This design comes from an exercise in tuning for small area on the open sky130 flow, not from production work. Function was checked by simulation only, so behaviour that the tests miss may differ from the original.

==> job 9884: inputs <==
## filter
module filter (
input logic clk, enable,
input logic signed [15:0] inData,
output logic signed [15:0] outData
);
Settings: LEC_CHECK=0, CAP_MARGIN=20, CORE_MARGIN=2, CORE_UTILIZATION=45, CTS_BUF_LIST=sky130_fd_sc_hd__clkbuf_8, CTS_CLUSTER_DIAMETER=50, CTS_CLUSTER_SIZE=20, GPL_TIMING_DRIVEN=0, SLEW_MARGIN=20, SYNTH_HIERARCHICAL=1; clock period 6.5 ns.
run.sh (not shown) runs the stock make flow with config.mk's settings and CLKGATE_MAP_FILE= SYNTH_SCRIPT=/design/flow/synth_recipe.tcl, a recipe that flattens the netlist after the stock synthesis.
==> inputs of job 449, as changes to job 9884 <==
--- a/flow/config.mk
+++ b/flow/config.mk
@@ -8,9 +8,10 @@
 export CAP_MARGIN = 20
 export CORE_MARGIN = 2
-export CORE_UTILIZATION = 45
+export CORE_UTILIZATION = 58
 export CTS_BUF_LIST = sky130_fd_sc_hd__clkbuf_8
-export CTS_CLUSTER_DIAMETER = 50
-export CTS_CLUSTER_SIZE = 20
+export CTS_CLUSTER_DIAMETER = 55
+export CTS_CLUSTER_SIZE = 22
 export GPL_TIMING_DRIVEN = 0
+export PLACE_DENSITY = 0.8
 export SLEW_MARGIN = 20
 export SYNTH_HIERARCHICAL = 1
==> inputs of job 9692, as changes to job 9884 <==
--- a/flow/config.mk
+++ b/flow/config.mk
@@ -10,7 +10,8 @@
 export CORE_UTILIZATION = 45
 export CTS_BUF_LIST = sky130_fd_sc_hd__clkbuf_8
-export CTS_CLUSTER_DIAMETER = 50
-export CTS_CLUSTER_SIZE = 20
+export CTS_CLUSTER_DIAMETER = 55
+export CTS_CLUSTER_SIZE = 22
 export GPL_TIMING_DRIVEN = 0
+export PLACE_DENSITY = 0.75
 export SLEW_MARGIN = 20
 export SYNTH_HIERARCHICAL = 1
==> notes <==
Clock-buffer cell count: job 449 is lower than job 9884 (20). Between job 9692 and job 449, the lower maximum frequency is in job 449 (gap about 0.6%, measured against job 449). Worst hold slack, lowest first: job 449, job 9884, job 9692. Synthesized cell count is the same in job 9884 and job 449. Job 9884 completed without violations. Job 449 finished with timing, DRC and antenna clean. Job 9692 completed without violations. The highest sequential share of layout area belongs to job 449, the lowest to job 9884. Global-route usage: job 9692 < job 9884 < job 449. In job 9884 the clock skew is lower than in job 9692, by 20 ps. The lowest cell area belongs to job 449, the highest to job 9884.
==> figures <==
| metric | job 9692 | job 449 | job 9884 |
|---|---|---|---|
| Tightest hold margin | 336.2 ps | 302.4 ps | 317.2 ps |
| Period minus WS final | 6333 ps | 6372 ps | 6360 ps |
| Met3 track demand over resource in global routing | 0.04122 | 0.06757 | 0.04663 |
| Result of the run | no timing/DRC/antenna violations | no timing/DRC/antenna violations | no timing/DRC/antenna violations |
| Detailed-router iteration count before antenna repair | 5 | 7 | 5 |
| Capture instance of the worst register-to-register path | q2974 | q2950 | q2999 |
| Via count | 22033 | 22060 | 21684 |
| Critical path's largest stage delay | 660 ps | 730 ps | 700 ps |
| Count of inserted tapcells | 1403 | 1080 | 1403 |
| Maximum net fanout on the critical path | 4 | 5 | 4 |
| Worst slew margin relative to its limit | 0.4169 | 0.2629 | 0.2427 |
| Number of levels in the clock H-tree | 3 | 2 | 3 |
| Layout Nets | 4050 | 4043 | 4062 |
| Final design utilization | 0.4904 | 0.6252 | 0.4926 |
| Critical path launch point | x[14][4] | x[11][6] | x[14][4] |
| Clock slew at reported path FFs | 110 ps | 120 ps | 100 ps |
| Area enclosed by the die boundary | 0.1113 mm^2 | 0.08662 mm^2 | 0.1113 mm^2 |
| FF-to-FF path depth | 11 | 11 | 12 |
| Crit path to | q2974 | q2950 | q2999 |
| Placer Congestion | 1.005 | 1.036 | 1.027 |
| Dpl ws | 12.97 ps | 120.1 ps | 119.0 ps |


==> try-xenon <==
Another version of the RTL of filter (not shown whole).
Settings: LEC_CHECK=0, CAP_MARGIN=20, CORE_MARGIN=2, CORE_UTILIZATION=45, CTS_BUF_LIST=sky130_fd_sc_hd__clkbuf_4, GPL_TIMING_DRIVEN=0, SLEW_MARGIN=20, SYNTH_HIERARCHICAL=1; clock period 6.5 ns.
==> inputs of try-sierra, as changes to try-xenon <==
Settings changed: CORE_UTILIZATION 45 to 65, CTS_BUF_LIST sky130_fd_sc_hd__clkbuf_4 to sky130_fd_sc_hd__clkbuf_8, CTS_CLUSTER_DIAMETER from default to 50, CTS_CLUSTER_SIZE from default to 20.
==> comparison <==
In try-xenon the clock skew is higher than in try-sierra, by 0.044 ns. try-sierra completed without violations. try-xenon went through all stages and came out clean. Sequential share of layout area: try-sierra is higher than try-xenon (0.64 points). Register-to-register slack is about the same in try-xenon and try-sierra.


==> inputs of v25 <==
Another version of the RTL of filter (not shown whole).
Design filter, start of the top module:
module filter (
input logic clk, enable,
input logic signed [15:0] inData,
output logic signed [15:0] outData
);
clock: 6.5 ns
lec_check: 0
cap_margin: 20
core_margin: 2
core_utilization: 45
slew_margin: 20
synth_hierarchical: 1
==> v24 (differences from v25) <==
- CTS_BUF_LIST: unset -> sky130_fd_sc_hd__clkbuf_4
- GPL_TIMING_DRIVEN: unset -> 0
==> comparison <==
Worst setup slack: v24 is higher than v25 (37 ps).
Global-route usage: v25 is higher than v24 (1.5 points).
Hold slack: v25 is better than v24 (0.98 ps).
Between v24 and v25, the lower wire length is in v24 (gap about 4.4%, measured against v25).


==> run a: inputs <==
Another version of the RTL of filter (not shown whole).
// filter
module filter (
input logic clk, enable,
input logic signed [15:0] inData,
output logic signed [15:0] outData
);
==> flow/config.mk <==
export PLATFORM = sky130hd
export DESIGN_NAME = filter
export DESIGN_NICKNAME = filter
export VERILOG_FILES = /design/flow/design.v
export SDC_FILE = /design/flow/constraint.sdc
export NUM_CORES = 4
export LEC_CHECK = 0
export CAP_MARGIN = 20
export CORE_MARGIN = 2
export CORE_UTILIZATION = 45
export CTS_BUF_LIST = sky130_fd_sc_hd__clkbuf_8
export CTS_CLUSTER_DIAMETER = 50
export CTS_CLUSTER_SIZE = 20
export GPL_TIMING_DRIVEN = 0
export SLEW_MARGIN = 20
export SYNTH_HIERARCHICAL = 1
==> flow/constraint.sdc <==
create_clock -name core_clock -period 6.5 [get_ports {clk}]
set_input_delay 1.3000 -clock core_clock [delete_from_list [all_inputs] [get_ports {clk}]]
set_output_delay 1.3000 -clock core_clock [all_outputs]
set_load 0.01 [all_outputs]
==> run b: changes against run a <==
--- a/flow/config.mk
+++ b/flow/config.mk
@@ -6,4 +6,5 @@
 export NUM_CORES = 4
 export LEC_CHECK = 0
+export ABC_AREA = 1
 export CAP_MARGIN = 20
 export CORE_MARGIN = 2
==> notes <==
Run a finished clean. Run b completed without violations. Against run b, the synthesized cell count of run a is lower by about 10%. Of run b and run a, run b has the higher first-iteration DRC count (gap about 18%, measured against run a). In run b the via count is larger than in run a, by about 6%. In critical path depth, run b and run a do not differ. In run a the sequential share of layout area is higher than in run b, by 0.50 points. In run a the die area is smaller than in run b, by about 1.7%.
==> figures <==
First-pass GRT wire length: run a 209200 um; run b 213100 um
Outcome: run a finished clean; run b finished clean
Placer's final routability congestion estimate: run a 0.9436; run b 0.9341
Total length of routed wires: run a 147000 um; run b 150400 um
Hold path endpoint: run a dout[1][1]; run b dout[1][5]
Non-Clock Buffer Area Fraction: run a 0.01244; run b 0.01083
Worst Hold Launch: run a dout[0][1]; run b dout[0][5]
Standard-cell rows: run a 122; run b 124
Layout Nets: run a 4237; run b 4497
Tap cells: run a 1488; run b 1512
Clock tree buffer count of the final layout: run a 86; run b 83
Sum of met2 wire segment lengths after detailed routing: run a 76370 um; run b 75510 um


==> inputs of build 39 <==
filter with an RTL version that a note above also has.
// filter
module filter (
input logic clk, enable,
input logic signed [15:0] inData,
output logic signed [15:0] outData
);
logic [15:0] x [0:31];
always_ff @(posedge clk)
    if (enable) begin
        x[0] <= inData;
        for (int k = 1; k < 32; k++) x[k] <= x[k-1];
    end
  ...
clock: 6.5 ns
lec_check: 0
cap_margin: 20
core_margin: 2
core_utilization: 45
cts_buf_list: sky130_fd_sc_hd__clkbuf_8
cts_cluster_diameter: 60
cts_cluster_size: 26
gpl_timing_driven: 0
slew_margin: 20
synth_hierarchical: 1
==> build 3 (differences from build 39) <==
CTS_BUF_LIST = sky130_fd_sc_hd__clkbuf_16   (was sky130_fd_sc_hd__clkbuf_8)
CTS_CLUSTER_SIZE = 30   (was 26)
==> build 31 (differences from build 39) <==
CTS_CLUSTER_DIAMETER = 50   (was 60)
CTS_CLUSTER_SIZE = 20   (was 26)
==> impl_metrics.yaml <==
run_status:
  outcome: "no timing/DRC/antenna violations"
global_routing:
  grt_util_met2: 0.513
  grt_pass1_wl_microns: 225000
setup_path:
  slowest_delay_ps: 1000
  cp_max_fo: 4
  r2r-start: "x[4][9]$_DFFE_PP_"
sta:
  tightest_slew_ps: 967
route:
  wirelength_microns: 161000
finish:
  mostFrequentLayoutCells: "fa_1 (1438), edfxtp_1 (512), inv_1 (222)"
  sh_seq_area: 0.339
Source of the figures above: build 31

==> impl_metrics.yaml <==
setup_path:
  slowest_delay_ps: 930
  r2r-start: "x[11][9]$_DFFE_PP_"
  cp_max_fo: 5
sta:
  tightest_slew_ps: 955
  min_period_over_period: 0.986
global_routing:
  grt_util_met2: 0.510
  grt_pass1_wl_microns: 225000
run_status:
  outcome: "no timing/DRC/antenna violations"
finish:
  sh_seq_area: 0.341
  mostFrequentLayoutCells: "fa_1 (1440), edfxtp_1 (512), inv_1 (220)"
route:
  vias: 23069
  route.detailed.drc: 0
  wirelength_microns: 161000
synthesis:
  synth_edf_count: 512
Source of the figures above: build 39

==> impl_metrics.yaml <==
run_status:
  outcome: "no timing/DRC/antenna violations"
finish:
  final_cell_count_no_fill: 4268
  largest_class: "multi-input combinational cells"
  mostFrequentLayoutCells: "fa_1 (1439), edfxtp_1 (512), inv_1 (220)"
  sh_seq_area: 0.336
global_routing:
  antenna_found_initial: 1
  grt_pass1_wl_microns: 225000
  grt_util_met2: 0.512
sta:
  setup_viol: 0
  tightest_slew_ps: 961
  period_minus_slack_ps: 6390
  clock_skew_ps: 32.7
setup_path:
  r2r-end: "q3203$_DFF_P_"
  cp_max_fo: 6
synthesis:
  yosysSeqAreaShare: 0.369
clock_network:
  clkSinkCount: 687
route:
  wirelength_microns: 161000
Source of the figures above: build 3

==> re-timing with driven ports <==
The flow's constraints put no driver on any port. The routed layouts listed below were extracted and timed again, unchanged, in two steps.
Step 1: set_driving_cell puts a clkbuf_16 on clk and a buf_2 on each other input, an assumption about the parent block.
Step 2 adds t to the input delays and takes it off the output delays; t is the mean of the earliest and latest rising clock arrival at the registers after step 1. Input paths then give back, and output paths get back, about the clock's delay inside the block.
a / b / c = no drivers / after step 1 / after step 2; a / b = the first two.
run	t, ns	setup WS [ns]	hold slack, ns	slew at the worst register clock pin (ns)	cell pins on the clock port's net
job 9884	0.821	0.140 / 0.140 / 0.140	0.317 / 0.317 / 0.317	0.11 / 0.11	1
job 449	0.822	0.128 / 0.128 / 0.128	0.302 / 0.302 / 0.302	0.12 / 0.12	1
job 9692	0.786	0.167 / 0.167 / 0.167	0.336 / 0.336 / 0.336	0.12 / 0.12	1
try-xenon	1.224	0.090 / 0.090 / 0.090	0.322 / 0.322 / 0.322	0.08 / 0.08	1
try-sierra	0.804	0.089 / 0.089 / 0.089	0.329 / 0.329 / 0.329	0.11 / 0.11	1
v25	0.754	0.062 / 0.062 / 0.062	0.324 / 0.324 / 0.324	0.06 / 0.06	1
v24	1.218	0.099 / 0.099 / 0.099	0.323 / 0.323 / 0.323	0.08 / 0.08	1
run a	0.825	0.035 / 0.035 / 0.035	0.330 / 0.330 / 0.330	0.11 / 0.11	1
run b	0.850	0.064 / 0.064 / 0.064	0.321 / 0.321 / 0.321	0.11 / 0.11	1
build 39	0.820	0.094 / 0.094 / 0.094	0.314 / 0.314 / 0.314	0.13 / 0.13	1
build 3	0.738	0.106 / 0.106 / 0.106	0.320 / 0.320 / 0.320	0.09 / 0.09	1
build 31	0.904	0.065 / 0.065 / 0.065	0.321 / 0.321 / 0.321	0.11 / 0.11	1
After both steps setup and hold are still met in every run listed.
